What follows belongs to an exercise in optimizing a design on an open flow for small area, a short achievable clock period and few clock cycles per item; a production flow would make more cautious choices.
The RTL was checked by simulation tests, not by an equivalence proof against the original design.
No activity file was given, so power comes from the tool's default toggle rates.

==> flow/design.v <==
`timescale 1ns / 1ps
`timescale 1ns / 1ps
`timescale 1ns / 1ps
`timescale 1ns / 1ps
`timescale 1ns / 1ps
`timescale 1ns / 1ps
module func (
        input clk_i,
        input rst_i,
        input [ 7 : 0 ] a_bi,
        input [ 7 : 0 ] b_bi,
        input start_i,
        output [ 1 : 0 ] busy_o,
        output reg [ 4 : 0 ] y_bo
    );
    wire [2:0] c;
    wire [4:0] r;
    cb u_cb (.b7(b_bi[7]), .b6(b_bi[6]), .b5(b_bi[5]), .b4(b_bi[4]),
             .b3(b_bi[3]), .b2(b_bi[2]), .b1(b_bi[1]), .b0(b_bi[0]),
             .c2(c[2]), .c1(c[1]), .c0(c[0]));
    ac u_ac (.c2(c[2]), .c1(c[1]), .c0(c[0]),
             .a7(a_bi[7]), .a6(a_bi[6]), .a5(a_bi[5]), .a4(a_bi[4]),
             .a3(a_bi[3]), .a2(a_bi[2]), .a1(a_bi[1]), .a0(a_bi[0]),
             .y4(r[4]), .y3(r[3]), .y2(r[2]), .y1(r[1]), .y0(r[0]));
    assign busy_o = 2'b00;
    always @(posedge clk_i) begin
        if (rst_i)
            y_bo <= 5'd0;
        else if (start_i)
            y_bo <= r;
    end
endmodule
module cb ( 
    b7, b6, b5, b4, b3, b2, b1, b0,
    c2, c1, c0  );
  input  b7, b6, b5, b4, b3, b2, b1, b0;
  output c2, c1, c0;
  wire new_n13, new_n14, new_n15, new_n16, new_n17, new_n18, new_n19,
    new_n21, new_n22, new_n23, new_n24, new_n25, new_n26, new_n27, new_n28,
    new_n29, new_n30, new_n31, new_n32, new_n33, new_n34, new_n35;
  assign c2 = b7 | b6;
  assign new_n13 = b7 & b6;
  assign new_n14 = c2 & ~new_n13;
  assign new_n15 = ~b4 & ~b3;
  assign new_n16 = ~b7 & ~new_n15;
  assign new_n17 = b4 & b3;
  assign new_n18 = ~b5 & ~new_n17;
  assign new_n19 = ~new_n16 & new_n18;
  assign c1 = ~new_n14 & ~new_n19;
  assign new_n21 = ~b1 & ~b0;
  assign new_n22 = ~b6 & new_n15;
  assign new_n23 = ~new_n15 & ~new_n17;
  assign new_n24 = b2 & ~new_n23;
  assign new_n25 = b5 & new_n16;
  assign new_n26 = new_n24 & new_n25;
  assign new_n27 = ~new_n22 & ~new_n26;
  assign new_n28 = ~new_n21 & ~new_n27;
  assign new_n29 = b7 & ~c1;
  assign new_n30 = b1 & b0;
  assign new_n31 = new_n17 & new_n30;
  assign new_n32 = ~b5 & ~new_n31;
  assign new_n33 = ~new_n24 & new_n32;
  assign new_n34 = ~b6 & ~new_n33;
  assign new_n35 = ~new_n29 & ~new_n34;
  assign c0 = new_n28 | ~new_n35;
endmodule
module ac ( 
    c2, c1, c0, a7, a6, a5, a4, a3, a2, a1, a0,
    y4, y3, y2, y1, y0  );
  input  c2, c1, c0, a7, a6, a5, a4, a3, a2, a1, a0;
  output y4, y3, y2, y1, y0;
  wire new_n17, new_n18, new_n19, new_n20, new_n21, new_n22, new_n23,
    new_n24, new_n25, new_n26, new_n27, new_n28, new_n29, new_n30, new_n31,
    new_n32, new_n34, new_n35, new_n36, new_n38, new_n39, new_n40, new_n41,
    new_n42, new_n43, new_n44, new_n46, new_n47, new_n48, new_n49, new_n50,
    new_n51, new_n52, new_n53, new_n54, new_n55, new_n56, new_n57, new_n58,
    new_n59, new_n60, new_n61, new_n62, new_n64, new_n65, new_n66, new_n67,
    new_n68, new_n69, new_n70, new_n71, new_n72, new_n73, new_n74, new_n75,
    new_n76, new_n77, new_n78, new_n79, new_n80, new_n81, new_n82, new_n83,
    new_n84, new_n85, new_n86, new_n87, new_n88, new_n89, new_n90, new_n91,
    new_n92, new_n93, new_n94, new_n95, new_n96, new_n97, new_n98, new_n99;
  assign new_n17 = c2 & c1;
  assign new_n18 = c0 & new_n17;
  assign new_n19 = a5 & a4;
  assign new_n20 = c2 & a2;
  assign new_n21 = c1 & a1;
  assign new_n22 = ~c1 & ~a1;
  assign new_n23 = c0 & a0;
  assign new_n24 = ~new_n22 & new_n23;
  assign new_n25 = ~new_n21 & ~new_n24;
  assign new_n26 = ~new_n20 & new_n25;
  assign new_n27 = ~c2 & ~a2;
  assign new_n28 = a3 & ~new_n27;
  assign new_n29 = ~new_n26 & new_n28;
  assign new_n30 = new_n19 & new_n29;
  assign new_n31 = a7 & a6;
  assign new_n32 = new_n30 & new_n31;
  assign y4 = ~new_n18 & new_n32;
  assign new_n34 = ~new_n18 & ~new_n32;
  assign new_n35 = ~a7 & ~a6;
  assign new_n36 = ~new_n30 & new_n35;
  assign y3 = new_n34 & ~new_n36;
  assign new_n38 = new_n30 & new_n35;
  assign new_n39 = new_n34 & ~new_n38;
  assign new_n40 = ~a6 & ~a4;
  assign new_n41 = ~a5 & new_n40;
  assign new_n42 = ~new_n29 & new_n41;
  assign new_n43 = ~a7 & a6;
  assign new_n44 = ~new_n42 & ~new_n43;
  assign y2 = new_n39 & new_n44;
  assign new_n46 = ~a7 & ~a5;
  assign new_n47 = a7 & ~a6;
  assign new_n48 = ~new_n46 & ~new_n47;
  assign new_n49 = a4 & new_n46;
  assign new_n50 = ~new_n19 & ~new_n49;
  assign new_n51 = a3 & new_n20;
  assign new_n52 = ~new_n25 & new_n51;
  assign new_n53 = ~new_n50 & new_n52;
  assign new_n54 = ~new_n48 & ~new_n53;
  assign new_n55 = ~new_n42 & new_n54;
  assign new_n56 = new_n25 & new_n27;
  assign new_n57 = a7 & a5;
  assign new_n58 = ~a4 & ~new_n57;
  assign new_n59 = ~a3 & new_n58;
  assign new_n60 = new_n56 & new_n59;
  assign new_n61 = ~new_n47 & new_n60;
  assign new_n62 = ~new_n55 & ~new_n61;
  assign y1 = new_n39 & new_n62;
  assign new_n64 = ~c0 & ~a0;
  assign new_n65 = new_n21 & ~new_n64;
  assign new_n66 = ~new_n20 & ~new_n65;
  assign new_n67 = new_n22 & new_n64;
  assign new_n68 = ~new_n27 & ~new_n67;
  assign new_n69 = ~new_n66 & new_n68;
  assign new_n70 = a3 & new_n69;
  assign new_n71 = new_n40 & ~new_n70;
  assign new_n72 = new_n27 & new_n67;
  assign new_n73 = ~a3 & new_n72;
  assign new_n74 = ~new_n43 & ~new_n73;
  assign new_n75 = ~new_n71 & new_n74;
  assign new_n76 = a5 & new_n75;
  assign new_n77 = ~a3 & ~new_n69;
  assign new_n78 = ~new_n58 & ~new_n72;
  assign new_n79 = ~new_n77 & new_n78;
  assign new_n80 = a7 & a4;
  assign new_n81 = ~new_n60 & ~new_n80;
  assign new_n82 = ~new_n42 & new_n81;
  assign new_n83 = ~new_n79 & new_n82;
  assign new_n84 = ~new_n76 & new_n83;
  assign new_n85 = new_n53 & new_n75;
  assign new_n86 = a7 & ~a4;
  assign new_n87 = ~a5 & ~new_n86;
  assign new_n88 = ~new_n56 & new_n77;
  assign new_n89 = new_n35 & ~new_n72;
  assign new_n90 = ~new_n88 & new_n89;
  assign new_n91 = new_n87 & ~new_n90;
  assign new_n92 = ~new_n85 & ~new_n91;
  assign new_n93 = ~new_n84 & new_n92;
  assign new_n94 = new_n70 & new_n87;
  assign new_n95 = ~new_n49 & ~new_n94;
  assign new_n96 = a6 & ~new_n73;
  assign new_n97 = ~new_n53 & new_n96;
  assign new_n98 = ~new_n95 & new_n97;
  assign new_n99 = ~new_n93 & ~new_n98;
  assign y0 = new_n39 & ~new_n99;
endmodule
==> flow/flow/run.sh <==
#!/bin/bash
# Standard layout, with the port buffers made from sky130_fd_sc_hd__buf_1
# instead of the cell buffer_ports picks by default (a slow delay buffer).
set -euo pipefail
BUFFER_PORTS_ARGS="-buffer_cell sky130_fd_sc_hd__buf_1" bash standard.sh finish > standard.log 2>&1
==> flow/standard.sh <==
#!/bin/bash
# synth_recipe.tcl (not shown) runs the flow's synth.tcl, then flattens the netlist and writes it again
# the make line also repeats each setting of config.mk as NAME=value (left out here)
make -C /OpenROAD-flow-scripts/flow DESIGN_CONFIG=/design/flow/config.mk WORK_HOME=/design/flow/orfs CLKGATE_MAP_FILE= SYNTH_SCRIPT=/design/flow/synth_recipe.tcl "${@:-finish}"
==> flow/config.mk <==
export PLATFORM = sky130hd
export DESIGN_NAME = func
export DESIGN_NICKNAME = func
export VERILOG_FILES = /design/flow/design.v
export SDC_FILE = /design/flow/constraint.sdc
export NUM_CORES = 4
export LEC_CHECK = 0
export ABC_AREA = 1
export CAP_MARGIN = 20
export CORE_AREA = 2.5 2.5 57.5 57.5
export DIE_AREA = 0 0 60 60
export SLEW_MARGIN = 20
==> flow/constraint.sdc <==
create_clock -name core_clock -period 5.0 [get_ports {clk_i}]
set_input_delay 1.0000 -clock core_clock [delete_from_list [all_inputs] [get_ports {clk_i}]]
set_output_delay 1.0000 -clock core_clock [all_outputs]
set_load 0.01 [all_outputs]
==> results of run 1 <==
-- logic make-up after synthesis --
logic type / synth area share
AND/OR/NAND/NOR: 0.5217
buffers and inverters: 0.1842
AO/OA/AOI/OAI: 0.1192
flip-flops: 0.1238
adder cells (fa/ha/maj): 0.04644
other: 0.004640
-- through the flow --
stage | utilization | power [mW]
after floorplan | - | 0.09845
after global routing | 0.3084 | 0.1727
after detailed placement | 0.2996 | 0.1128
final | 0.3084 | 0.1570
after CTS | 0.3084 | 0.1601
after global placement | 0.2996 | 0.1133
-- synth_stat cells (all sizes together) --
cell,count
ha,3
buf,2
nand4,3
a21oi,14
conb,1
o21ai,3
nand2,38
inv,27
nand3,18
dfxtp,5
bufbuf,1
o211ai,1
nor2,15
nor3,4
-- power by group --
| part | switching [mW] | leakage, nW | internal, mW | total [mW] |
|---|---|---|---|---|
| clock network | 0.0154 | 0.0150 | 0.0301 | 0.0455 |
| registers | 0.00119 | 0.0411 | 0.0428 | 0.0440 |
| logic | 0.0441 | 0.387 | 0.0234 | 0.0676 |
| total | 0.0607 | 0.443 | 0.0963 | 0.157 |
-- metal layers --
| metal | track usage | share of wire | routed length [µm] |
|---|---|---|---|
| met1 | 0.1481 | 0.51 | 890 |
| met2 | 0.1786 | 0.42 | 735 |
| met3 | 0.03247 | 0.062 | 108 |
| met4 | 0.009524 | 0 | 0 |
| met5 | 0 | 0 | 0 |
-- cells in the final DEF (no fill, tap or decap) --
master	n
ha_1	3
buf_1	23
inv_2	6
nand4_1	3
nand2_1	32
clkbuf_4	3
nand3_4	2
nor3_2	1
a21oi_2	1
nor3_1	2
dfxtp_1	5
nor2_2	3
a21oi_1	13
nand3_2	3
nand3_1	13
nor3_4	1
nand2_4	3
o211ai_1	1
nand2_2	3
nor2_1	12
conb_1	2
clkbuf_1	1
inv_1	21
o21ai_0	3
-- critical path: cells and delay by family --
kind | cells | cell delay, ps
buf+inv | 3 | 200
simple gates | 12 | 1080
fa+ha+maj | 1 | 300
compound gates | 1 | 60
-- cell type report --
cell class              instances  area, µm²
repair buffers                 23      86.33
fillers                       344       2059
well taps                      33      41.29
multi-input cells             101      563.0
flip-flops and latches          5      100.1
inverters                      27      101.3
clock buffers                   4      26.28
-- worst min path at each step --
stage | from | end | slack [ps] | cells past startpoint
after detailed placement | y_bo[4] | y_bo[4] | 460 | 2
after global routing | y_bo[2] | y_bo[2] | 500 | 2
after CTS | y_bo[2] | y_bo[2] | 470 | 2
after floorplan | y_bo[0] | y_bo[0] | 480 | 2
final | y_bo[1] | y_bo[1] | 470 | 2
after global placement | y_bo[0] | y_bo[0] | 460 | 2
==> flow_metrics.py, run 1 <==
metrics = {
    "die": {
        "rows": 20,
        "initial_core_util": 0.2714,
        "die_x_um": 60,
        "die_y_um": 60,
        "dieArea_um2": 3600,
        "pin_count": 26,
        "core-area_um2": 2978,
    },
    "grt": {
        "antenna_found_initial": 0,
        "grt_max_degree": 9,
        "grt_pass1_wl_um": 3194,
        "grt_usage": 0.1096,
        "overflow": 0,
        "first_global_vias": 803,
    },
    "finish": {
        "largest_register_ffs": 5,
        "nNetsFinal": 183,
        "drive_above_1_share": 0.1625,
        "syn_to_final_growth_pct": 13.62,
        "top_register": "y_bo",
        "fin_cells": 193,
        "stdcell_area_um2": 918.4,
        "reg.largest.list": "y_bo: 5 flops",
        "antenna_cells": 0,
    },
    "worst_setup_path": {
        "critPathKind": "in -> reg",
        "worstPathMaxFanout": 4,
        "r2r-start": "y_bo[0]",
        "crit_chain": "buf_1 > inv_1 > ha_1 > nor2_1 > nand3_1 > nand2_1 > nand2_4 > nand2_4 > nand2_4 > nand3_4 > nand3_4 > nor3_4 > inv_2 > nor3_2 > nor2_2 > nand2_1 > a21oi_1",
        "r2r_end": "y_bo[0]",
        "max_stage_delay_ps": 300,
        "critical-path-slowest-cell": "ha_1",
        "critPathLaunch": "b_bi[3]",
        "reg2reg_depth": 2,
        "critPathCapture": "y_bo[0]",
        "critPathArrivalTime_ps": 2660,
        "worstSetupEndpointType": "flip-flop",
        "r2r_slack_ps": 4410,
        "cpMostUsedCell": "nand2_4",
        "crit_required_ps": 5120,
        "start_kind": "input port",
    },
    "synth": {
        "synth_seq_cells": 5,
        "yosysSeqAreaShare": 0.1238,
        "synth_top_area_cell": "nand2_1",
        "yosys.area.top_type_share": 0.1486,
        "syn_avg_cell_area_um2": 5.987,
        "ys.warnings.count": 1,
        "synth.area.top_cells": "nand2_1 15%, dfxtp_1 12%, inv_1 9.8%",
        "syn_inst": 135,
        "synthesis.area_um2": 808.3,
        "synth.distinct_cells": 23,
    },
    "power_and_ir_drop": {
        "irDropWorstVdd_mv": 0.1425,
        "p_leak_nw": 0.4428,
        "power_density_nw_per_um2": 171.0,
    },
    "routing": {
        "drtIter0Drc": 30,
        "vias": 859,
        "drc": 0,
        "wire_per_inst_um": 8.979,
        "ant_nets": 0,
        "vias_per_cell": 4.451,
        "first_pass_iters": 4,
        "routed_wl_um": 1733,
    },
    "placed_design": {
        "gp_congestion": 0.8176,
        "place_ws_ps": 2214,
        "portBuffers": 23,
        "dpl_cell_area_um2": 892.1,
        "hpwl_um": 1491,
        "placed_cells": 189,
    },
    "cts": {
        "cts_sinks": 5,
        "cts_buffer_depth": 2,
        "htree_levels": 1,
        "cts-resized-gates": 0,
        "postCtsSetupRepairBufs": 0,
        "clock_insertion_delay_worst_skew_ps": 230,
        "cts_tree": "built",
        "cts-buffers-inserted": 3,
        "postCtsHoldBufs": 0,
        "clk_pin_slew_ps": 40,
        "cts_root_buf": "clkbuf_4",
    },
    "timing": {
        "rsz0062_at_grt": "no",
        "report.final.slew_viol_count": 0,
        "finalSetupViolCount": 0,
        "skew_ps": 0,
        "fin_setup_tns_ps": 0,
        "setup_ws_ps": 2459,
        "hold_slack_ps": 467.3,
        "fin_crit_sh": 0.5082,
        "min_period_ps": 2541,
        "max_freq_mhz": 393.6,
        "final-hold-violation-count": 0,
    },
    "job": {
        "cap_violations": 0,
    },
    "run_status": {
        "outcome": "finished clean",
    },
    "worst_hold_path": {
        "hold_class": "reg -> reg",
    },
}
Testbench counts, summed over its fixed seeds: cycles 2,400, items 2,400.
==> run 2, diff against run 1 <==
--- a/flow/config.mk
+++ b/flow/config.mk
@@ -5,7 +5,7 @@
 export SDC_FILE = /design/flow/constraint.sdc
 export NUM_CORES = 4
 export LEC_CHECK = 0
-export ABC_AREA = 1
+export ABC_AREA = 0
 export CAP_MARGIN = 20
 export CORE_AREA = 2.5 2.5 57.5 57.5
 export DIE_AREA = 0 0 60 60
==> run 2 against run 1 <==
Clock power rose by 5.1%. Cell count fell by 12%. Sequential power rose by 1%. Clock skew did not move. Final area rose by 1.5%. Die area did not move. Non-clock buffer count did not move. Critical path depth fell by 6. Largest power group unchanged.
==> flow_metrics.py, run 2 <==
metrics = {
    "die": {
        "pin_count": 26,
        "die_y_um": 60,
        "initial_core_util": 0.2752,
        "die_x_um": 60,
        "dieArea_um2": 3600,
        "rows": 20,
        "core-area_um2": 2978,
    },
    "power_and_ir_drop": {
        "switchingPower_mw": 0.06214,
        "total_power_mw": 0.1629,
        "power_density_nw_per_um2": 174.8,
        "irDropWorstVdd_mv": 0.04403,
        "p_int_mw": 0.1008,
        "p_leak_nw": 0.3501,
        "p_clk_frac": 0.293,
        "power_frac_seq": 0.273,
        "p_comb_frac": 0.434,
        "power_switching_share": 0.3814,
    },
    "synth": {
        "yosys.area.top_type_share": 0.1221,
        "synth.area.top_cells": "dfxtp_1 12%, o21ai_0 5.5%, inv_1 5.5%",
        "synth-simple-area-share": 0.2962,
        "synth_compound_area_frac": 0.4076,
        "synth_top_family_by_area": "compound AO/OA/AOI/OAI gates",
        "synth_top_area_cell": "dfxtp_1",
        "synth.distinct_cells": 51,
        "synthFlopType": "dfxtp_1",
        "yosys.area_share.xor_xnor": 0,
        "yosysSeqAreaShare": 0.1221,
        "yosys.area_share.adder": 0.05954,
        "syn_inst": 117,
        "muxShareOfSynthArea": 0,
        "synth_seq_cells": 5,
        "netlist_top_cells_count": "12 x inv_1, 12 x nor2_1, 9 x o21ai_0",
        "synthesis.area_um2": 819.5,
        "ys.warnings.count": 1,
        "synth_edf_count": 0,
        "syn_avg_cell_area_um2": 7.005,
        "async_flop_share": 0,
    },
    "cts": {
        "cts-buffers-inserted": 3,
        "postCtsHoldBufs": 0,
        "cts_buffer_depth": 2,
        "clock_insertion_delay_worst_skew_ps": 240,
        "cts_root_buf": "clkbuf_4",
        "cts_tree": "built",
        "cts-resized-gates": 0,
        "cts_sinks": 5,
        "htree_levels": 1,
        "clk_pin_slew_ps": 40,
        "postCtsSetupRepairBufs": 0,
    },
    "finish": {
        "largest_register_ffs": 5,
        "drive_above_1_share": 0.1022,
        "nNetsFinal": 160,
        "stdcell_area_um2": 932.1,
        "fillers": 324,
        "multi_input_area_um2": 633.1,
        "fin_util": 0.3130,
        "syn_to_final_growth_pct": 13.74,
        "reg.largest.list": "y_bo: 5 flops",
        "top_register": "y_bo",
        "layout_commonest_cell": "buf_1",
        "fin_cells": 170,
        "layout_common_cells": "23 x buf_1, 12 x inv_1, 12 x nor2_1, 9 x o21ai_0, 8 x nand2_1",
        "antenna_cells": 0,
        "layout.area.seq_um2": 100.1,
    },
    "routing": {
        "routed_wl_um": 2222,
        "ant_nets": 0,
        "vias_per_cell": 5.447,
        "drtIter0Drc": 30,
        "drc": 0,
        "first_pass_iters": 4,
        "wire_per_inst_um": 13.07,
        "vias": 926,
    },
    "placed_design": {
        "placed_cells": 166,
        "place_ws_ps": 1470,
        "dpl_cell_area_um2": 905.9,
        "hpwl_um": 1829,
        "portBuffers": 23,
        "gp_congestion": 0.8471,
    },
    "worst_setup_path": {
        "critPathLaunch": "b_bi[3]",
        "start_kind": "input port",
        "worstPathMaxFanout": 5,
        "cp_top_family": "simple AND/OR/NAND/NOR gates",
        "critPathKind": "in -> reg",
        "critPathArrivalTime_ps": 3470,
        "worstSetupEndpointType": "flip-flop",
        "r2r_slack_ps": 4390,
        "path_buf_inv": 2,
        "r2r_end": "y_bo[4]",
        "crit_chain": "buf_1 > inv_1 > ha_1 > or4b_4 > o22ai_2 > o31ai_1 > nand3_2 > nand2_2 > maj3_2 > or4b_1 > nand3_1",
        "reg2reg_depth": 2,
        "max_stage_delay_ps": 520,
        "critical-path-slowest-cell": "or4b_4",
        "cp_num_cells": 11,
        "crit_required_ps": 5190,
        "r2r-start": "y_bo[4]",
        "critPathCapture": "y_bo[0]",
    },
    "timing": {
        "min_period_ps": 3282,
        "relSlewSlack": 0.6415,
        "max_freq_mhz": 304.7,
        "report.final.slew_viol_count": 0,
        "hold_slack_ps": 458.7,
        "rsz0062_at_grt": "no",
        "finalSetupViolCount": 0,
        "tightestPinTransition_ps": 537.8,
        "skew_ps": 0,
        "fin_crit_sh": 0.6563,
        "setup_ws_ps": 1718,
        "final-hold-violation-count": 0,
        "fin_setup_tns_ps": 0,
    },
    "worst_hold_path": {
        "hold_class": "reg -> reg",
    },
    "grt": {
        "grt_usage": 0.1364,
        "first_global_vias": 883,
        "overflow": 0,
        "grt_pass1_wl_um": 3808,
        "antenna_found_initial": 0,
        "grt_max_degree": 14,
    },
    "run_status": {
        "outcome": "finished clean",
    },
    "job": {
        "cap_violations": 0,
    },
}
-- run 2: area by class of cell --
| cell class | instances | share of cell area |
|---|---|---|
| clock buffers | 4 | 0.02819 |
| inverters | 12 | 0.04832 |
| multi-input cells | 93 | 0.6792 |
| flip-flops and latches | 5 | 0.1074 |
| well taps | 33 | 0.04430 |
| repair buffers | 23 | 0.09262 |
-- run 2: logic make-up after synthesis --
group / count (synthesis)
other: 1
buffers and inverters: 20
DFF: 5
adders and majority gates: 4
and+or+nand+nor: 44
AOI/OAI and AO/OA: 43
-- run 2: power groups by stage --
stage | combinational [mW] | clock [mW] | sequential (mW)
after CTS | 0.0701 | 0.0499 | 0.0445
after global routing | 0.0797 | 0.0518 | 0.0449
final | 0.0706 | 0.0478 | 0.0445
after floorplan | 0.0509 | 0 | 0.0467
after global placement | 0.0687 | 0 | 0.0451
after detailed placement | 0.0697 | 0 | 0.0453
-- run 2: routing by layer --
metal / part of all wire / track usage / wire, µm
met5: 0 / 0 / 0
met4: 0.0086 / 0.03810 / 19
met3: 0.046 / 0.01515 / 103
met2: 0.48 / 0.2391 / 1073
met1: 0.46 / 0.1744 / 1025
-- run 2: how the worst min path moves through the flow --
stage,startpoint,endpoint,slack [ps],cells after the start
CTS,y_bo[0],y_bo[0],460,2
floorplan,y_bo[2],y_bo[2],480,2
global route,y_bo[1],y_bo[1],480,2
finish,y_bo[0],y_bo[0],460,2
global placement,y_bo[0],y_bo[0],440,2
detailed placement,y_bo[0],y_bo[0],450,2
-- run 2: tightest hold or removal path: stages (launching register included) --
cell and delay [ps]:
dfxtp_1 320, nand2_1 50, nand3_1 50
==> run 3, diff against run 2 <==
--- a/flow/config.mk
+++ b/flow/config.mk
@@ -5,8 +5,9 @@
 export SDC_FILE = /design/flow/constraint.sdc
 export NUM_CORES = 4
 export LEC_CHECK = 0
-export ABC_AREA = 0
+export ABC_AREA = 1
 export CAP_MARGIN = 20
 export CORE_AREA = 2.5 2.5 57.5 57.5
 export DIE_AREA = 0 0 60 60
+export SETUP_SLACK_MARGIN = 2.7
 export SLEW_MARGIN = 20
==> run 3 against run 2 <==
Total power rose by 5.6%. Final area rose by 15%. Register-to-register slack improved by 30 ps. Critical path depth rose by 6. Clock power fell by 3%. Cell count rose by 16%. Utilization rose by 4.7 points. Largest cell class unchanged. Synthesized area fell by 1.4%. Wire length fell by 12%. Non-clock buffer count rose by 5. Fmax rose by 36%. Combinational power rose by 15%. Largest power group unchanged.
==> flow_metrics.py, run 3 <==
metrics = {
    "run_status": {
        "outcome": "finished clean",
    },
    "power_and_ir_drop": {
        "power_switching_share": 0.3945,
        "power_density_nw_per_um2": 160.6,
        "switchingPower_mw": 0.06785,
        "power_frac_seq": 0.256,
        "p_leak_nw": 0.4902,
        "irDropWorstVdd_mv": 0.1311,
        "p_clk_frac": 0.271,
        "p_int_mw": 0.1041,
        "p_comb_frac": 0.473,
    },
    "timing": {
        "final-hold-violation-count": 0,
        "max_freq_mhz": 413.5,
        "fin_setup_tns_ps": 0,
        "report.final.slew_viol_count": 0,
        "rsz0062_at_grt": "yes",
        "finalSetupViolCount": 0,
        "setup_ws_ps": 2581,
        "skew_ps": 0,
        "fin_crit_sh": 0.4837,
        "min_period_ps": 2419,
    },
    "routing": {
        "vias": 878,
        "wire_per_inst_um": 9.828,
        "vias_per_cell": 4.434,
        "first_pass_iters": 4,
        "drc": 0,
        "drtIter0Drc": 22,
        "routed_wl_um": 1946,
        "ant_nets": 0,
    },
    "grt": {
        "overflow": 0,
        "grt_usage": 0.1203,
        "antenna_found_initial": 0,
        "grt_pass1_wl_um": 3415,
        "grt_max_degree": 9,
        "first_global_vias": 839,
    },
    "finish": {
        "drive_above_1_share": 0.2788,
        "syn_to_final_growth_pct": 32.51,
        "stdcell_area_um2": 1071,
        "nNetsFinal": 188,
        "fin_util": 0.3597,
        "top_register": "y_bo",
        "antenna_cells": 0,
        "layout_commonest_cell": "nand2_1",
        "reg.largest.list": "y_bo: 5 flops",
        "layout_common_cells": "32 x nand2_1, 19 x buf_1, 16 x inv_1, 13 x nand3_1, 13 x a21oi_1",
        "largest_register_ffs": 5,
    },
    "placed_design": {
        "dpl_cell_area_um2": 937.1,
        "hpwl_um": 1571,
        "portBuffers": 23,
        "gp_congestion": 0.8218,
        "place_ws_ps": 2118,
    },
    "die": {
        "dieArea_um2": 3600,
        "die_x_um": 60,
        "die_y_um": 60,
        "rows": 20,
        "initial_core_util": 0.2714,
        "pin_count": 26,
        "core-area_um2": 2978,
    },
    "synth": {
        "yosys.area_share.xor_xnor": 0,
        "yosys.area.top_type_share": 0.1486,
        "syn_inst": 135,
        "synth_compound_area_frac": 0.1192,
        "yosysMostFrequentCell": "nand2_1",
        "synth_top_family_by_area": "simple AND/OR/NAND/NOR gates",
        "synth.distinct_cells": 23,
        "netlist_top_cells_count": "32 x nand2_1, 21 x inv_1, 13 x a21oi_1, 13 x nand3_1, 12 x nor2_1",
        "syn_avg_cell_area_um2": 5.987,
        "yosys.area_share.adder": 0.04644,
        "synthFlopType": "dfxtp_1",
        "synthesis.area_um2": 808.3,
        "async_flop_share": 0,
        "synth-simple-area-share": 0.5217,
        "synth_top_area_cell": "nand2_1",
        "synth_seq_cells": 5,
        "muxShareOfSynthArea": 0,
        "ys.warnings.count": 1,
        "yosysSeqAreaShare": 0.1238,
        "synth.area.top_cells": "nand2_1 15%, dfxtp_1 12%, inv_1 9.8%",
        "synth_edf_count": 0,
    },
    "worst_setup_path": {
        "critPathLaunch": "b_bi[3]",
        "critPathArrivalTime_ps": 2540,
        "worstSetupEndpointType": "flip-flop",
        "critPathKind": "in -> reg",
        "worstPathMaxFanout": 4,
        "start_kind": "input port",
        "crit_required_ps": 5120,
        "r2r-start": "y_bo[1]",
    },
    "cts": {
        "cts_buffer_depth": 2,
        "cts-buffers-inserted": 3,
        "htree_levels": 1,
        "postCtsHoldBufs": 0,
        "cts_tree": "built",
        "clock_insertion_delay_worst_skew_ps": 240,
        "cts_sinks": 5,
        "clk_pin_slew_ps": 40,
        "cts_root_buf": "clkbuf_4",
    },
    "job": {
        "cap_violations": 0,
    },
    "worst_hold_path": {
        "hold_class": "reg -> reg",
        "hold_start": "y_bo[2]",
    },
}
run 3: cell count changes in the layout (fill, tap and decap cells not counted), sizes merged, moves of 4 or more:
cell / change
o21ai: -6
inv: +15
nand3: +14
a21oi: +8
buf: +4
nand2: +29
run 3: kinds of logic after synthesis:
family	after synthesis
simple gates	78
other cells	1
fa+ha+maj	3
flops	5
compound gates	18
buf+inv	30
run 3: power groups by stage:
| stage | clock, mW | combinational [mW] | sequential (mW) |
|---|---|---|---|
| 6_report | 0.0466 | 0.0813 | 0.0441 |
| 5_1_grt | 0.0529 | 0.0923 | 0.0442 |
| 4_1_cts | 0.0491 | 0.0768 | 0.0441 |
| 3_5_place_dp | 0 | 0.0732 | 0.0448 |
| 3_3_place_gp | 0 | 0.0731 | 0.0447 |
| 2_1_floorplan | 0 | 0.0560 | 0.0461 |
run 3: layout make-up:
| cell class | instances | area [µm²] |
|---|---|---|
| Clock buffer | 4 | 26.28 |
| Fill cell | 347 | 1907 |
| Inverter | 27 | 118.9 |
| Multi-Input combinational cell | 101 | 631.9 |
| Sequential cell | 5 | 100.1 |
| Tap cell | 33 | 41.29 |
| Timing Repair Buffer | 28 | 152.6 |
run 3: worst max-delay path: stages:
cell,delay (ps)
buf_12,100
inv_12,30
ha_4,220
nor2_1,90
nand3_1,70
nand2_1,100
nand2_4,70
nand2_4,80
nand2_4,60
nand3_4,70
nand3_4,80
nor3_4,190
inv_2,80
nor3_4,110
nor2_2,60
nand2_1,70
a21oi_1,60
run 3: worst paths after layout:
path                            endpoint  slack [ps]  cells after the start
worst min-delay path             y_bo[2]         460                      2
worst max register to register   y_bo[1]        4420                      2
worst max-delay path             y_bo[2]        2580                     17
worst min register to register   y_bo[2]         460                      2
run 3: layer usage:
layer,vias to the layer above,GRT usage,share of wire
met5,-,0,0
met4,0,0.006349,0
met3,0,0.03030,0.030
met2,12,0.1972,0.49
met1,384,0.1667,0.48
li1,482,-,-
run 3: through the flow:
stage / power (mW) / std cells / hold slack [ps]
2_1_floorplan: 0.1021 / 136 / 482.3
3_3_place_gp: 0.1177 / 189 / 454.3
3_5_place_dp: 0.1180 / 189 / 461.5
4_1_cts: 0.1699 / 195 / 466.9
5_1_grt: 0.1895 / 198 / 480.6
6_report: 0.1720 / 198 / 464.1
run 3: repair_timing:
item                                    4_1_cts  5_1_grt
resized for setup                            12        7
setup buffers                                 2        3
pin swaps                                     7        3
endpoints found under the setup margin        5        5
==> run 4, diff against run 3 <==
==> flow/run.sh (new file) <==
#!/bin/bash
# synth_recipe.tcl (not shown) runs the flow's synth.tcl, then flattens the netlist and writes it again
# the make line also repeats each setting of config.mk as NAME=value (left out here)
make -C /OpenROAD-flow-scripts/flow DESIGN_CONFIG=/design/flow/config.mk WORK_HOME=/design/flow/orfs CLKGATE_MAP_FILE= SYNTH_SCRIPT=/design/flow/synth_recipe.tcl finish
--- a/flow/config.mk
+++ b/flow/config.mk
@@ -9,5 +9,4 @@
 export CAP_MARGIN = 20
 export CORE_AREA = 2.5 2.5 57.5 57.5
 export DIE_AREA = 0 0 60 60
-export SETUP_SLACK_MARGIN = 2.7
 export SLEW_MARGIN = 20
removed: flow/flow/run.sh
removed: flow/standard.sh
==> run 4 against run 3 <==
Still clean. Synthesized cell count unchanged. Hold slack worse by 2.8 ps. First-iteration DRC count down 32%. Largest power group unchanged.
==> flow_metrics.py, run 4 <==
metrics = {
    "run_status": {
        "outcome": "finished clean",
    },
    "synth": {
        "async_flop_share": 0,
        "yosysMostFrequentCell": "nand2_1",
        "synthesis.area_um2": 808.3,
        "synth_top_area_cell": "nand2_1",
        "syn_avg_cell_area_um2": 5.987,
        "synthFlopType": "dfxtp_1",
        "synth_seq_cells": 5,
        "synth.distinct_cells": 23,
        "ys.warnings.count": 1,
        "netlist_top_cells_count": "32 x nand2_1, 21 x inv_1, 13 x a21oi_1, 13 x nand3_1, 12 x nor2_1",
        "synth.area.top_cells": "nand2_1 15%, dfxtp_1 12%, inv_1 9.8%",
        "syn_inst": 135,
        "yosys.area.top_type_share": 0.1486,
        "yosysSeqAreaShare": 0.1238,
        "synth_edf_count": 0,
    },
    "worst_hold_path": {
        "hold_class": "reg -> reg",
        "hold_start": "y_bo[2]",
    },
    "grt": {
        "grt_usage": 0.1166,
        "overflow": 0,
        "grt_max_degree": 9,
        "antenna_found_initial": 0,
        "grt_pass1_wl_um": 3298,
        "first_global_vias": 810,
    },
    "cts": {
        "htree_levels": 1,
        "cts_root_buf": "clkbuf_4",
        "postCtsSetupRepairBufs": 0,
        "clock_insertion_delay_worst_skew_ps": 240,
        "cts_buffer_depth": 2,
        "cts_tree": "built",
        "clk_pin_slew_ps": 50,
        "postCtsHoldBufs": 0,
        "cts-resized-gates": 0,
        "cts-buffers-inserted": 3,
        "cts_sinks": 5,
    },
    "power_and_ir_drop": {
        "p_leak_nw": 0.5036,
        "power_density_nw_per_um2": 162.0,
        "irDropWorstVdd_mv": 0.1351,
        "total_power_mw": 0.1721,
    },
    "worst_setup_path": {
        "critical-path-slowest-cell": "clkdlybuf4s50_1",
        "cpMostUsedCell": "nand2_4",
        "critPathKind": "in -> reg",
        "crit_chain": "clkdlybuf4s50_1 > inv_1 > ha_1 > nor2_1 > nand3_1 > nand2_1 > nand2_4 > nand2_4 > nand2_4 > nand3_4 > nand3_4 > nor3_4 > inv_2 > nor3_2 > nor2_2 > nand2_1 > a21oi_1",
        "critPathArrivalTime_ps": 3060,
        "critPathLaunch": "b_bi[3]",
        "start_kind": "input port",
        "worstSetupEndpointType": "flip-flop",
        "max_stage_delay_ps": 480,
        "worstPathMaxFanout": 4,
        "r2r-start": "y_bo[3]",
        "crit_required_ps": 5120,
    },
    "finish": {
        "drive_above_1_share": 0.1625,
        "top_register": "y_bo",
        "syn_to_final_growth_pct": 31.42,
        "antenna_cells": 0,
        "layout_common_cells": "32 x nand2_1, 23 x clkdlybuf4s50_1, 21 x inv_1, 13 x nand3_1, 13 x a21oi_1",
        "largest_register_ffs": 5,
        "reg.largest.list": "y_bo: 5 flops",
        "layout_commonest_cell": "nand2_1",
        "nNetsFinal": 183,
    },
    "timing": {
        "skew_ps": 0,
        "report.final.slew_viol_count": 0,
        "fin_crit_sh": 0.5876,
        "fin_setup_tns_ps": 0,
        "final-hold-violation-count": 0,
        "min_period_ps": 2938,
        "finalSetupViolCount": 0,
        "max_freq_mhz": 340.4,
        "rsz0062_at_grt": "no",
    },
    "routing": {
        "ant_nets": 0,
        "drc": 0,
        "wire_per_inst_um": 9.259,
        "drtIter0Drc": 15,
        "routed_wl_um": 1787,
        "vias_per_cell": 4.503,
        "first_pass_iters": 4,
        "vias": 869,
    },
    "die": {
        "die_x_um": 60,
        "die_y_um": 60,
        "dieArea_um2": 3600,
        "pin_count": 26,
        "rows": 20,
        "initial_core_util": 0.2714,
        "core-area_um2": 2978,
    },
    "placed_design": {
        "gp_congestion": 0.7655,
        "portBuffers": 23,
        "hpwl_um": 1558,
    },
    "job": {
        "cap_violations": 0,
    },
}
run 4: changes by cell type in the layout (fill, tap and decap cells not counted), sizes merged:
cell           previous run  this run
buf                      27         0
clkbuf                    5         4
clkdlybuf4s50             0        23
run 4: cell type report:
| class | count | area [µm²] |
|---|---|---|
| multi-input combinational | 101 | 563.0 |
| clock buffer | 4 | 26.28 |
| sequential | 5 | 100.1 |
| timing repair buffer | 23 | 230.2 |
| tap | 33 | 41.29 |
| fill | 321 | 1916 |
| inverter | 27 | 101.3 |
run 4: worst max-delay path, delay by kind of cell:
family / cells / cell delay [ps]
buffers and inverters: 3 / 590
adder cells (fa/ha/maj): 1 / 300
AO/OA/AOI/OAI: 1 / 60
AND/OR/NAND/NOR: 12 / 1090
run 4: worst paths after layout:
kind | cells past startpoint | slack, ps | to
setup / recovery | 17 | 2060 | y_bo[0]
hold / removal | 2 | 460 | y_bo[2]
setup reg to reg | 2 | 4410 | y_bo[3]
hold reg to reg | 2 | 460 | y_bo[2]
run 4: per-stage QoR:
step,utilization,hold WS (ps),cell area [µm²],setup slack [ps],cells
after floorplan,-,482.3,812.0,2488,136
after global placement,0.3479,457.7,1036,1859,189
after detailed placement,0.3479,460.4,1036,1803,189
after CTS,0.3567,465.2,1062,2053,193
after global routing,0.3567,494.1,1062,1795,193
final,0.3567,461.3,1062,2062,193
run 4: per-layer routing:
layer	track usage	share of wire	vias to the layer above
met5	0	0	-
met4	0.02857	0.0067	0
met3	0.04329	0.064	2
met2	0.1941	0.47	17
met1	0.1414	0.46	376
li1	-	-	474
run 4: where the power goes:
part	internal, mW	switching [mW]	total, mW
sequential	0.0427	0.00136	0.0441
clock	0.0302	0.0175	0.0477
combinational	0.0360	0.0443	0.0803
total	0.109	0.0631	0.172
run 4: logic make-up (layout without fill, tap and decap cells):
family                   after synthesis  after routing  synth area share
AO/OA/AOI/OAI                         18             18            0.1192
adder cells (fa/ha/maj)                3              3           0.04644
buffers and inverters                 30             54            0.1842
flip-flops                             5              5            0.1238
other                                  1              2          0.004640
AND/OR/NAND/NOR                       78             78            0.5217
==> run 5, diff against run 4 <==
--- a/flow/config.mk
+++ b/flow/config.mk
@@ -9,4 +9,5 @@
 export CAP_MARGIN = 20
 export CORE_AREA = 2.5 2.5 57.5 57.5
 export DIE_AREA = 0 0 60 60
+export SETUP_SLACK_MARGIN = 2.5
 export SLEW_MARGIN = 20
==> run 5 against run 4 <==
Utilization is 6.7 points higher. Fmax up 19%. Register-to-register slack is essentially flat. First-iteration DRC count up 80%. Die area stayed put. Sequential cell count unchanged. Global-route usage up 1.3 points. Synthesized cell count unchanged. Largest cell class unchanged. Largest power group unchanged.
==> flow_metrics.py, run 5 <==
metrics = {
    "run_status": {
        "outcome": "finished clean",
    },
    "synth": {
        "synth.distinct_cells": 23,
        "yosysSeqAreaShare": 0.1238,
        "synthesis.area_um2": 808.3,
        "synthFlopType": "dfxtp_1",
        "yosys.area.top_type_share": 0.1486,
        "ys.warnings.count": 1,
        "netlist_top_cells_count": "32 x nand2_1, 21 x inv_1, 13 x a21oi_1, 13 x nand3_1, 12 x nor2_1",
        "yosysMostFrequentCell": "nand2_1",
        "synth.area.top_cells": "nand2_1 15%, dfxtp_1 12%, inv_1 9.8%",
        "synth_edf_count": 0,
        "syn_inst": 135,
        "async_flop_share": 0,
        "synth_seq_cells": 5,
        "syn_avg_cell_area_um2": 5.987,
        "synth_top_area_cell": "nand2_1",
    },
    "timing": {
        "min_period_ps": 2472,
        "report.final.slew_viol_count": 0,
        "fin_setup_tns_ps": 0,
        "rsz0062_at_grt": "yes",
        "fin_crit_sh": 0.4945,
        "finalSetupViolCount": 0,
        "skew_ps": 0,
        "final-hold-violation-count": 0,
        "max_freq_mhz": 404.5,
    },
    "die": {
        "die_y_um": 60,
        "die_x_um": 60,
        "initial_core_util": 0.2714,
        "dieArea_um2": 3600,
        "pin_count": 26,
        "rows": 20,
        "core-area_um2": 2978,
    },
    "cts": {
        "clk_pin_slew_ps": 50,
        "htree_levels": 1,
        "cts_sinks": 5,
        "cts-buffers-inserted": 3,
        "postCtsHoldBufs": 0,
        "cts_root_buf": "clkbuf_4",
        "cts_tree": "built",
        "cts_buffer_depth": 2,
        "clock_insertion_delay_worst_skew_ps": 240,
    },
    "grt": {
        "overflow": 0,
        "grt_pass1_wl_um": 3726,
        "antenna_found_initial": 0,
        "grt_usage": 0.1298,
        "first_global_vias": 900,
        "grt_max_degree": 9,
    },
    "worst_setup_path": {
        "critPathKind": "in -> reg",
        "worstSetupEndpointType": "flip-flop",
        "start_kind": "input port",
        "critPathArrivalTime_ps": 2600,
        "worstPathMaxFanout": 4,
        "crit_required_ps": 5120,
    },
    "power_and_ir_drop": {
        "total_power_mw": 0.1935,
        "power_density_nw_per_um2": 153.3,
        "p_leak_nw": 0.5794,
        "irDropWorstVdd_mv": 0.1353,
    },
    "finish": {
        "layout_common_cells": "27 x nand2_1, 13 x inv_1, 12 x clkdlybuf4s50_1, 10 x inv_2, 10 x a21oi_1",
        "top_register": "y_bo",
        "layout_commonest_cell": "nand2_1",
        "drive_above_1_share": 0.3832,
        "nNetsFinal": 190,
        "antenna_cells": 0,
        "largest_register_ffs": 5,
        "syn_to_final_growth_pct": 56.19,
        "reg.largest.list": "y_bo: 5 flops",
    },
    "routing": {
        "ant_nets": 0,
        "vias_per_cell": 4.655,
        "vias": 931,
        "wire_per_inst_um": 10.66,
        "routed_wl_um": 2131,
        "drtIter0Drc": 27,
        "drc": 0,
        "first_pass_iters": 4,
    },
    "worst_hold_path": {
        "hold_class": "reg -> reg",
    },
    "placed_design": {
        "hpwl_um": 1599,
        "gp_congestion": 0.7637,
        "portBuffers": 23,
    },
    "job": {
        "cap_violations": 0,
    },
}
run 5: cell count changes in the layout (fill, tap and decap cells not counted), sizes merged:
| cell | before | now |
|---|---|---|
| buf | 0 | 11 |
| dlymetal6s2s | 0 | 2 |
| clkdlybuf4s15 | 0 | 1 |
| clkdlybuf4s50 | 23 | 12 |
| dlygate4sd2 | 0 | 4 |
run 5: cells by family after synthesis:
group                    Yosys count  share of synthesized area
adder cells (fa/ha/maj)            3                    0.04644
other                              1                   0.004640
AO/OA/AOI/OAI                     18                     0.1192
buffers and inverters             30                     0.1842
AND/OR/NAND/NOR                   78                     0.5217
flip-flops                         5                     0.1238
run 5: layout make-up:
type	count	area (µm²)
Clock buffer	4	26.28
Fill cell	302	1715
Inverter	27	111.4
Multi-Input combinational cell	101	690.7
Sequential cell	5	100.1
Tap cell	33	41.29
Timing Repair Buffer	30	292.8
run 5: routing by layer:
metal	up-vias	GRT usage	wire, µm
li1	489	-	-
met1	420	0.1667	941
met5	-	0	0
met2	22	0.2252	1061
met4	0	0.009524	0
met3	0	0.03463	128
run 5: worst paths after layout:
check / depth (start not counted) / slack (ps) / to / start
min: 2 / 460 / y_bo[2] / y_bo[2]
min reg2reg: 2 / 460 / y_bo[2] / y_bo[2]
max: 17 / 2530 / y_bo[0] / b_bi[7]
max reg2reg: 2 / 4420 / y_bo[4] / y_bo[4]
run 5: through the flow:
stage	setup WS, ps	area, µm²	hold slack [ps]	instances	util
6_report	2528	1262	464.2	200	0.4240
5_1_grt	2373	1262	492.0	200	0.4240
4_1_cts	2455	1151	464.8	198	0.3866
3_5_place_dp	1813	1036	460.7	189	0.3479
3_3_place_gp	1869	1036	459.4	189	0.3479
2_1_floorplan	2498	812.0	482.3	136	-
run 5: critical path: stages:
cell and delay, ps:
buf_4 130, inv_4 60, ha_4 190, inv_2 60
nand2_2 60, buf_4 140, nor2_4 120, inv_4 70
nand3_4 80, nand3_4 80, buf_6 140, a21oi_2 120
nand3_1 80, nand2_1 60, nand2_1 60, nand2_1 80
a21oi_2 60
run 5: repair_timing:
item,4_1_cts,5_1_grt
setup buffers,5,2
endpoints found under the setup margin,5,5
gates resized for setup,42,28
hold endpoints to repair,0,0
pin swaps,17,26
run 5: where the power goes:
| part | internal [mW] | switching [mW] |
|---|---|---|
| Combinational | 0.0459 | 0.0563 |
| Sequential | 0.0428 | 0.00132 |
| Clock | 0.0302 | 0.0171 |
==> run 6, diff against run 5 <==
==> flow/flow/run.sh (new file) <==
#!/bin/bash
# Standard layout, with the port buffers made from sky130_fd_sc_hd__buf_2
# instead of the cell buffer_ports picks by default (a slow delay buffer).
set -euo pipefail
BUFFER_PORTS_ARGS="-buffer_cell sky130_fd_sc_hd__buf_2" bash standard.sh finish > standard.log 2>&1
==> flow/standard.sh (new file) <==
#!/bin/bash
# synth_recipe.tcl (not shown) runs the flow's synth.tcl, then flattens the netlist and writes it again
# the make line also repeats each setting of config.mk as NAME=value (left out here)
make -C /OpenROAD-flow-scripts/flow DESIGN_CONFIG=/design/flow/config.mk WORK_HOME=/design/flow/orfs CLKGATE_MAP_FILE= SYNTH_SCRIPT=/design/flow/synth_recipe.tcl "${@:-finish}"
--- a/flow/config.mk
+++ b/flow/config.mk
@@ -9,5 +9,4 @@
 export CAP_MARGIN = 20
 export CORE_AREA = 2.5 2.5 57.5 57.5
 export DIE_AREA = 0 0 60 60
-export SETUP_SLACK_MARGIN = 2.5
 export SLEW_MARGIN = 20
removed: flow/run.sh
==> run 6 against run 5 <==
Worst setup slack lost 21 ps. Global-route usage shrank 2.0 points. Synthesized area stayed put. Sequential cell count unchanged. Critical endpoint is now y_bo[1].
==> flow_metrics.py, run 6 <==
metrics = {
    "die": {
        "rows": 20,
        "pin_count": 26,
        "die_y_um": 60,
        "dieArea_um2": 3600,
        "die_x_um": 60,
        "core-area_um2": 2978,
        "initial_core_util": 0.2714,
    },
    "cts": {
        "cts-resized-gates": 0,
        "postCtsHoldBufs": 0,
        "cts_buffer_depth": 2,
        "clock_insertion_delay_worst_skew_ps": 240,
        "clk_pin_slew_ps": 40,
        "htree_levels": 1,
        "cts-buffers-inserted": 3,
        "cts_tree": "built",
        "cts_root_buf": "clkbuf_4",
        "postCtsSetupRepairBufs": 0,
        "cts_sinks": 5,
    },
    "grt": {
        "antenna_found_initial": 0,
        "use_met1": 0.1427,
        "grt_use_met2": 0.1894,
        "grt.busiest_layer": "met2",
        "overflow": 0,
        "grt_pass1_wl_um": 3146,
        "first_global_vias": 820,
        "grt.met3_usage": 0.01515,
        "grt_max_degree": 9,
        "grt_usage": 0.1100,
    },
    "synth": {
        "async_flop_share": 0,
        "synth.area.top_cells": "nand2_1 15%, dfxtp_1 12%, inv_1 9.8%",
        "yosysSeqAreaShare": 0.1238,
        "syn_inst": 135,
        "synthFlopType": "dfxtp_1",
        "synthesis.area_um2": 808.3,
        "synth.distinct_cells": 23,
        "synth_edf_count": 0,
        "synth_top_area_cell": "nand2_1",
        "yosysMostFrequentCell": "nand2_1",
        "synth_seq_cells": 5,
        "ys.warnings.count": 1,
        "yosys.area.top_type_share": 0.1486,
        "netlist_top_cells_count": "32 x nand2_1, 21 x inv_1, 13 x a21oi_1, 13 x nand3_1, 12 x nor2_1",
        "syn_avg_cell_area_um2": 5.987,
    },
    "power_and_ir_drop": {
        "irDropWorstVdd_mv": 0.1095,
        "total_power_mw": 0.1608,
        "power_density_nw_per_um2": 169.8,
        "p_leak_nw": 0.5123,
    },
    "placed_design": {
        "hpwl_um": 1511,
        "place_ws_ps": 2252,
        "dpl_cell_area_um2": 920.9,
        "portBuffers": 23,
        "gp_congestion": 0.8101,
        "placed_cells": 189,
    },
    "finish": {
        "top_register": "y_bo",
        "reg.largest.list": "y_bo: 5 flops",
        "layout_common_cells": "32 x nand2_1, 23 x buf_2, 21 x inv_1, 13 x nand3_1, 13 x a21oi_1",
        "layout_commonest_cell": "nand2_1",
        "antenna_cells": 0,
        "stdcell_area_um2": 947.2,
        "largest_register_ffs": 5,
        "syn_to_final_growth_pct": 17.18,
        "fillers": 345,
        "layout.area.seq_um2": 100.1,
        "drive_above_1_share": 0.3063,
        "multi_input_area_um2": 563.0,
        "fin_cells": 193,
        "fin_util": 0.3181,
        "nNetsFinal": 183,
    },
    "timing": {
        "report.final.slew_viol_count": 0,
        "hold_slack_ps": 466.6,
        "max_freq_mhz": 401.1,
        "fin_crit_sh": 0.4986,
        "fin_setup_tns_ps": 0,
        "rsz0062_at_grt": "no",
        "skew_ps": 0,
        "setup_ws_ps": 2507,
        "final-hold-violation-count": 0,
        "min_period_ps": 2493,
        "finalSetupViolCount": 0,
    },
    "worst_setup_path": {
        "worstPathMaxFanout": 4,
        "critPathArrivalTime_ps": 2620,
        "crit_required_ps": 5130,
        "start_kind": "input port",
        "critPathKind": "in -> reg",
        "worstSetupEndpointType": "flip-flop",
    },
    "routing": {
        "wire_per_inst_um": 9.010,
        "vias_per_cell": 4.565,
        "drtIter0Drc": 13,
        "drc": 0,
        "ant_nets": 0,
        "routed_wl_um": 1739,
        "vias": 881,
        "first_pass_iters": 4,
    },
    "job": {
        "cap_violations": 0,
    },
    "run_status": {
        "outcome": "finished clean",
    },
    "worst_hold_path": {
        "hold_class": "reg -> reg",
    },
}
-- run 6: cell counts after synthesis --
No cell type changed its count.
-- run 6: final cells by class --
cell class,instances,area share
multi-input combinational,101,0.5945
timing repair buffer,23,0.1215
inverter,27,0.1070
tap,33,0.04359
sequential,5,0.1057
clock buffer,4,0.02774
-- run 6: cell families after synthesis --
| group | Yosys count | synth area share |
|---|---|---|
| other | 1 | 0.004640 |
| buffers and inverters | 30 | 0.1842 |
| AND/OR/NAND/NOR | 78 | 0.5217 |
| adder cells (fa/ha/maj) | 3 | 0.04644 |
| AO/OA/AOI/OAI | 18 | 0.1192 |
| flip-flops | 5 | 0.1238 |
-- run 6: worst paths after layout --
path,from,slack [ps],cells after the start,end
max,b_bi[3],2510,17,y_bo[1]
min,y_bo[2],470,2,y_bo[2]
max reg2reg,y_bo[1],4420,2,y_bo[1]
min reg2reg,y_bo[2],470,2,y_bo[2]
-- run 6: routing by layer --
layer / part of all wire / up-vias
met1: 0.47 / 392
met5: 0 / -
met4: 0 / 0
met2: 0.48 / 17
met3: 0.044 / 0
li1: - / 472
-- run 6: worst max-delay path, cell delays in order --
cell and delay, ps:
buf_2 90, inv_1 40, ha_1 300, nor2_1 100, nand3_1 70, nand2_1 110, nand2_4 70, nand2_4 80
nand2_4 60, nand3_4 70, nand3_4 90, nor3_4 180, inv_2 60, nor3_2 120, nor2_2 60, nand2_1 60
a21oi_1 60
-- run 6: where the power goes --
part	switching (mW)	internal [mW]
Sequential	0.00121	0.0428
Combinational	0.0443	0.0262
Clock	0.0161	0.0301
Total	0.0617	0.0991
==> run 7, diff against run 6 <==
==> flow/flow/run.sh (replaced) <==
#!/bin/bash
# Standard layout with two changes: the port buffers are sky130_fd_sc_hd__buf_1
# instead of the cell buffer_ports picks by default (a slow delay buffer), and
# synthesis maps with flow/abc_area.script (ABC_AREA 1) instead of ORFS's.
set -euo pipefail
rm -rf scripts
cp -r "$FLOW_HOME/scripts" scripts
cp flow/abc_area.script scripts/abc_area.script
BUFFER_PORTS_ARGS="-buffer_cell sky130_fd_sc_hd__buf_1" bash standard.sh SCRIPTS_DIR=$PWD/scripts finish > standard.log 2>&1
==> flow/flow/abc_area.script (new file) <==
strash
&get -n
&dch
&nf -R 1000
&put
topo
stime -c
==> run 7 against run 6 <==
Critical path depth unchanged. Critical path type unchanged. Non-clock buffer count unchanged. Still clean. Die area unchanged.
==> flow_metrics.py, run 7 <==
metrics = {
    "synth": {
        "synthesis.area_um2": 568.0,
        "yosys.area_share.adder": 0.06608,
        "synth_compound_area_frac": 0.3194,
        "synth_seq_cells": 5,
        "yosysSeqAreaShare": 0.1762,
        "synthFlopType": "dfxtp_1",
        "synth.distinct_cells": 30,
        "async_flop_share": 0,
        "ys.warnings.count": 1,
        "yosys.area.top_type_share": 0.1762,
        "synth_edf_count": 0,
        "yosys.area_share.xor_xnor": 0,
        "synth_top_family_by_area": "simple AND/OR/NAND/NOR gates",
        "muxShareOfSynthArea": 0,
        "syn_avg_cell_area_um2": 6.762,
        "syn_inst": 84,
        "yosysMostFrequentCell": "nor2_1",
        "netlist_top_cells_count": "16 x nor2_1, 7 x clkinv_1, 6 x o21ai_0",
        "synth-simple-area-share": 0.3590,
        "synth.area.top_cells": "dfxtp_1 18%, nor2_1 11%, ha_1 6.6%",
        "synth_top_area_cell": "dfxtp_1",
    },
    "cts": {
        "cts_tree": "built",
        "cts_sinks": 5,
        "cts_buffer_depth": 2,
        "postCtsHoldBufs": 0,
        "cts-buffers-inserted": 3,
        "clock_insertion_delay_worst_skew_ps": 240,
        "postCtsSetupRepairBufs": 0,
        "cts_root_buf": "clkbuf_4",
        "clk_pin_slew_ps": 50,
        "htree_levels": 1,
        "cts-resized-gates": 0,
    },
    "finish": {
        "syn_to_final_growth_pct": 25.11,
        "nNetsFinal": 133,
        "fillers": 354,
        "reg.largest.list": "y_bo: 5 flops",
        "largest_register_ffs": 5,
        "top_register": "y_bo",
        "fin_cells": 143,
        "layout_common_cells": "23 x buf_1, 16 x nor2_1, 7 x clkinv_1, 6 x o21ai_0",
        "drive_above_1_share": 0.02727,
        "antenna_cells": 0,
        "layout_commonest_cell": "buf_1",
    },
    "timing": {
        "setup_ws_ps": 1641,
        "hold_slack_ps": 492.1,
        "fin_setup_tns_ps": 0,
        "final-hold-violation-count": 0,
        "fin_crit_sh": 0.6718,
        "relSlewSlack": 0.6547,
        "tightestPinTransition_ps": 513.3,
        "report.final.slew_viol_count": 0,
        "skew_ps": 0,
        "rsz0062_at_grt": "no",
        "max_freq_mhz": 297.7,
        "finalSetupViolCount": 0,
        "min_period_ps": 3359,
    },
    "worst_setup_path": {
        "crit_required_ps": 5130,
        "r2r_slack_ps": 4350,
        "start_kind": "input port",
        "critPathKind": "in -> reg",
        "r2r-start": "y_bo[2]",
        "critPathArrivalTime_ps": 3490,
        "critPathLaunch": "b_bi[3]",
        "worstPathMaxFanout": 3,
        "worstSetupEndpointType": "flip-flop",
    },
    "routing": {
        "first_pass_iters": 4,
        "drtIter0Drc": 20,
        "ant_nets": 0,
        "routed_wl_um": 1416,
        "vias_per_cell": 4.825,
        "vias": 690,
        "wire_per_inst_um": 9.902,
        "drc": 0,
    },
    "die": {
        "die_x_um": 60,
        "die_y_um": 60,
        "rows": 20,
        "core-area_um2": 2978,
        "dieArea_um2": 3600,
        "pin_count": 26,
        "initial_core_util": 0.1908,
    },
    "power_and_ir_drop": {
        "power_density_nw_per_um2": 194.8,
        "p_leak_nw": 0.2677,
        "irDropWorstVdd_mv": 0.07180,
        "total_power_mw": 0.1384,
    },
    "grt": {
        "overflow": 0,
        "first_global_vias": 618,
        "grt_usage": 0.08692,
        "grt_max_degree": 11,
        "antenna_found_initial": 0,
        "grt_pass1_wl_um": 2442,
    },
    "placed_design": {
        "portBuffers": 23,
        "place_ws_ps": 1380,
        "gp_congestion": 0.8081,
        "hpwl_um": 1193,
        "placed_cells": 139,
    },
    "worst_hold_path": {
        "hold_start": "y_bo[3]",
        "hold_class": "reg -> reg",
    },
    "job": {
        "cap_violations": 0,
    },
    "run_status": {
        "outcome": "finished clean",
    },
}
run 7: power by group:
group          total [mW]  internal (mW)  switching (mW)
Combinational      0.0476         0.0197          0.0279
Sequential         0.0441         0.0428         0.00136
Clock              0.0467         0.0302          0.0165
run 7: metrics by stage:
step,area (µm²),util
after floorplan,571.8,-
after global placement,684.4,0.2298
after detailed placement,684.4,0.2298
after CTS,710.7,0.2387
after global routing,710.7,0.2387
final,710.7,0.2387
run 7: cell families (layout without fill, tap and decap cells):
kind of cell / after synthesis / count (layout)
compound gates: 26 / 26
fa+ha+maj: 3 / 3
buf+inv: 9 / 34
flops: 5 / 5
other cells: 1 / 2
simple gates: 40 / 40
run 7: path summary, 6_finish.rpt:
kind	cells past startpoint	endpoint
worst max-delay path	17	y_bo[0]
worst min register to register	2	y_bo[3]
worst min-delay path	2	y_bo[3]
worst max register to register	2	y_bo[2]
run 7: layout make-up:
class,instances,area (µm²),share of cell area
Clock buffer,4,26.28,0.03697
Tap cell,33,41.29,0.05810
Multi-Input combinational cell,71,430.4,0.6056
Timing Repair Buffer,23,86.33,0.1215
Inverter,7,26.28,0.03697
Sequential cell,5,100.1,0.1408
run 7: metal layers:
layer | track usage | share of wire
met2 | 0.1475 | 0.43
met5 | 0 | 0
met3 | 0.04329 | 0.097
met4 | 0.009524 | 0.011
met1 | 0.1012 | 0.46
run 7: worst max-delay path, stage by stage:
cell       delay, ps
buf_1            110
clkinv_1          70
ha_1             280
nor2b_1          140
a32o_1           170
o21ai_0           70
o221ai_1         110
nand2_1           80
o21ai_0          250
o211a_1          200
nor4_1            70
a2111oi_0        370
o21ai_0          140
o221ai_1          80
o21ai_0          120
a22oi_1          170
nor2_1            50
==> run 8, diff against run 7 <==
==> flow/flow/abc_area.script (replaced) <==
strash
dch
map -B 0.9
topo
stime -c
==> run 8 against run 7 <==
Critical endpoint unchanged. Register-to-register slack better by 40 ps. Die area stayed put. Synthesized area is 19% higher. Combinational power is 21% higher. Sequential power about the same. Still clean. Critical path depth up 1. Total power rose by 6.9%.
==> flow_metrics.py, run 8 <==
metrics = {
    "cts": {
        "clk_pin_slew_ps": 40,
        "cts-buffers-inserted": 3,
        "cts_tree": "built",
        "postCtsHoldBufs": 0,
        "cts_root_buf": "clkbuf_4",
        "postCtsSetupRepairBufs": 0,
        "cts-resized-gates": 0,
        "clock_insertion_delay_worst_skew_ps": 240,
        "cts_buffer_depth": 2,
        "cts_sinks": 5,
        "htree_levels": 1,
    },
    "power_and_ir_drop": {
        "power_frac_seq": 0.298,
        "power_switching_share": 0.3724,
        "power_density_nw_per_um2": 180.2,
        "p_comb_frac": 0.388,
        "irDropWorstVdd_mv": 0.07189,
        "p_int_mw": 0.09284,
        "p_clk_frac": 0.314,
        "switchingPower_mw": 0.05508,
        "p_leak_nw": 0.3349,
        "total_power_mw": 0.1479,
    },
    "grt": {
        "grt_max_degree": 9,
        "grt_usage": 0.1077,
        "overflow": 0,
        "grt_pass1_wl_um": 3049,
        "antenna_found_initial": 0,
        "first_global_vias": 784,
    },
    "worst_setup_path": {
        "r2r-start": "y_bo[2]",
        "start_kind": "input port",
        "critical-path-slowest-cell": "nor3_1",
        "cpMostUsedCell": "nand2_1",
        "critPathLaunch": "b_bi[7]",
        "r2r_slack_ps": 4390,
        "worstSetupEndpointType": "flip-flop",
        "crit_required_ps": 5120,
        "cp_top_family": "simple AND/OR/NAND/NOR gates",
        "critPathKind": "in -> reg",
        "worstPathMaxFanout": 4,
        "path_buf_inv": 5,
        "max_stage_delay_ps": 300,
        "critPathArrivalTime_ps": 3120,
        "crit_chain": "buf_1 > clkinv_1 > ha_1 > clkinv_1 > nand2_1 > nand2_1 > nand2_1 > clkinv_1 > nand2_1 > nand2_1 > nand3_1 > nand3_1 > nor3_1 > clkinv_1 > nor3_1 > nor2_1 > nand2_1 > a21oi_1",
    },
    "synth": {
        "yosysSeqAreaShare": 0.1476,
        "yosys.area.top_type_share": 0.2103,
        "syn_avg_cell_area_um2": 5.061,
        "yosysMostFrequentCell": "nand2_1",
        "netlist_top_cells_count": "38 x nand2_1, 27 x clkinv_1, 18 x nand3_1",
        "synthesis.area_um2": 678.2,
        "synth_edf_count": 0,
        "synthFlopType": "dfxtp_1",
        "syn_inst": 134,
        "synth_seq_cells": 5,
        "synth.area.top_cells": "nand2_1 21%, clkinv_1 15%, dfxtp_1 15%",
        "synth_top_area_cell": "nand2_1",
        "ys.warnings.count": 1,
        "async_flop_share": 0,
        "synth.distinct_cells": 13,
    },
    "die": {
        "die_x_um": 60,
        "dieArea_um2": 3600,
        "die_y_um": 60,
        "initial_core_util": 0.2277,
        "pin_count": 26,
        "rows": 20,
        "core-area_um2": 2978,
    },
    "routing": {
        "first_pass_iters": 4,
        "ant_nets": 0,
        "drc": 0,
        "wire_per_inst_um": 8.850,
        "vias_per_cell": 4.399,
        "drtIter0Drc": 22,
        "vias": 849,
        "routed_wl_um": 1708,
    },
    "worst_hold_path": {
        "hold_class": "reg -> reg",
        "hold_start": "y_bo[0]",
    },
    "finish": {
        "layout.area.seq_um2": 100.1,
        "reg.largest.list": "y_bo: 5 flops",
        "multi_input_area_um2": 465.4,
        "antenna_cells": 0,
        "drive_above_1_share": 0.01875,
        "top_register": "y_bo",
        "fillers": 348,
        "largest_register_ffs": 5,
        "syn_to_final_growth_pct": 21.03,
        "layout_common_cells": "38 x nand2_1, 27 x clkinv_1, 23 x buf_1, 18 x nand3_1, 15 x nor2_1",
        "layout_commonest_cell": "nand2_1",
        "nNetsFinal": 183,
    },
    "placed_design": {
        "hpwl_um": 1455,
        "portBuffers": 23,
        "gp_congestion": 0.7600,
    },
    "timing": {
        "min_period_ps": 2999,
        "max_freq_mhz": 333.4,
        "finalSetupViolCount": 0,
        "rsz0062_at_grt": "no",
        "fin_setup_tns_ps": 0,
        "report.final.slew_viol_count": 0,
        "fin_crit_sh": 0.5999,
        "skew_ps": 0,
        "final-hold-violation-count": 0,
    },
    "job": {
        "cap_violations": 0,
    },
    "run_status": {
        "outcome": "finished clean",
    },
}
==> run 8: cell count changes in the layout (fill, tap and decap cells not counted), moves of 3 or more <==
cell      before  now
o21ai_0        6    3
a21oi_1        5   14
nand3_1        0   18
nand2b_1       3    0
clkinv_1       7   27
nand2_1        3   38
a22oi_1        4    0
nor2b_1        4    0
==> run 8: cell families (layout without fill, tap and decap cells) <==
| family | count (synthesis) | after routing | share of synthesized area |
|---|---|---|---|
| other | 1 | 2 | 0.005530 |
| adders and majority gates | 3 | 3 | 0.05536 |
| AOI/OAI and AO/OA | 18 | 18 | 0.1365 |
| and+or+nand+nor | 78 | 78 | 0.4834 |
| buffers and inverters | 29 | 54 | 0.1716 |
| DFF | 5 | 5 | 0.1476 |
==> run 8: routing by layer <==
layer | vias up | GRT usage | part of all wire
li1 | 477 | - | -
met2 | 15 | 0.1786 | 0.46
met5 | - | 0 | 0
met1 | 357 | 0.1345 | 0.48
met3 | 0 | 0.02597 | 0.053
met4 | 0 | 0.03810 | 0
==> run 8: power groups by stage <==
stage,registers [mW],logic (mW),clock network [mW]
2_1_floorplan,0.0461,0.0389,0
3_3_place_gp,0.0447,0.0574,0
3_5_place_dp,0.0449,0.0574,0
4_1_cts,0.0442,0.0578,0.0486
5_1_grt,0.0443,0.0673,0.0511
6_report,0.0441,0.0574,0.0464
==> run 8: final cells by class <==
cell class                 instances  share of cell area
inverter                          27              0.1235
sequential                         5              0.1220
timing repair buffer              23              0.1052
multi-input combinational        101              0.5671
tap                               33             0.05030
clock buffer                       4             0.03201
==> run 8: worst paths after layout <==
path,cells past startpoint,to
setup / recovery,18,y_bo[0]
hold / removal,2,y_bo[0]
setup reg to reg,2,y_bo[2]
hold reg to reg,2,y_bo[0]
==> run 8: through the flow <==
step	area (µm²)	hold slack, ps	setup WS (ps)	cells	utilization
after detailed placement	794.5	461.4	1739	189	0.2668
after CTS	820.8	467.6	1982	193	0.2756
final	820.8	465.1	2001	193	0.2756
after floorplan	681.9	483.9	2179	135	-
after global routing	820.8	483.6	1528	193	0.2756
after global placement	794.5	458.6	1798	189	0.2668
==> run 8: worst min-delay path: cells and delay by family, from the launching register on <==
kind | cells | cell delay [ps]
AOI/OAI and AO/OA | 1 | 60
DFF | 1 | 300
and+or+nand+nor | 1 | 60

[separate check: timing with driven ports]
The flow's constraints put no driver on any port. The routed layouts listed below were extracted and timed again, unchanged, in two steps. Step 1 assumes that a clkbuf_16 drives the clock port and a buf_2 every other input. Step 2 moves the port delays by t, midway between the first and last clock arrival at a register: inputs arrive t later, outputs are due t later. That takes back most of the time a late clock gives input paths. Slacks: no drivers / after step 1 / after step 2; pairs: no drivers / after step 1.
run | shift t [ns] | slack for setup (ns) | hold WS [ns] | worst setup path at the end
run 1 | 0.250 | 2.459 / 2.451 / 2.201 | 0.467 / 0.467 / 0.467 | input to register
run 2 | 0.261 | 1.718 / 1.711 / 1.450 | 0.459 / 0.459 / 0.459 | input to register
run 3 | 0.254 | 2.581 / 2.523 / 2.269 | 0.464 / 0.464 / 0.464 | input to register
run 4 | 0.257 | 2.062 / 2.053 / 1.796 | 0.461 / 0.461 / 0.461 | input to register
run 5 | 0.256 | 2.528 / 2.500 / 2.244 | 0.464 / 0.464 / 0.464 | input to register
run 6 | 0.252 | 2.507 / 2.503 / 2.251 | 0.467 / 0.467 / 0.467 | input to register
run 7 | 0.255 | 1.641 / 1.632 / 1.378 | 0.492 / 0.492 / 0.492 | input to register
run 8 | 0.253 | 2.001 / 1.995 / 1.742 | 0.465 / 0.465 / 0.465 | input to register
After both steps setup and hold are still met in every run listed. The setup slack of run 3, which loses most, moves by -0.058 ns with the drivers and by -0.312 ns with both steps.
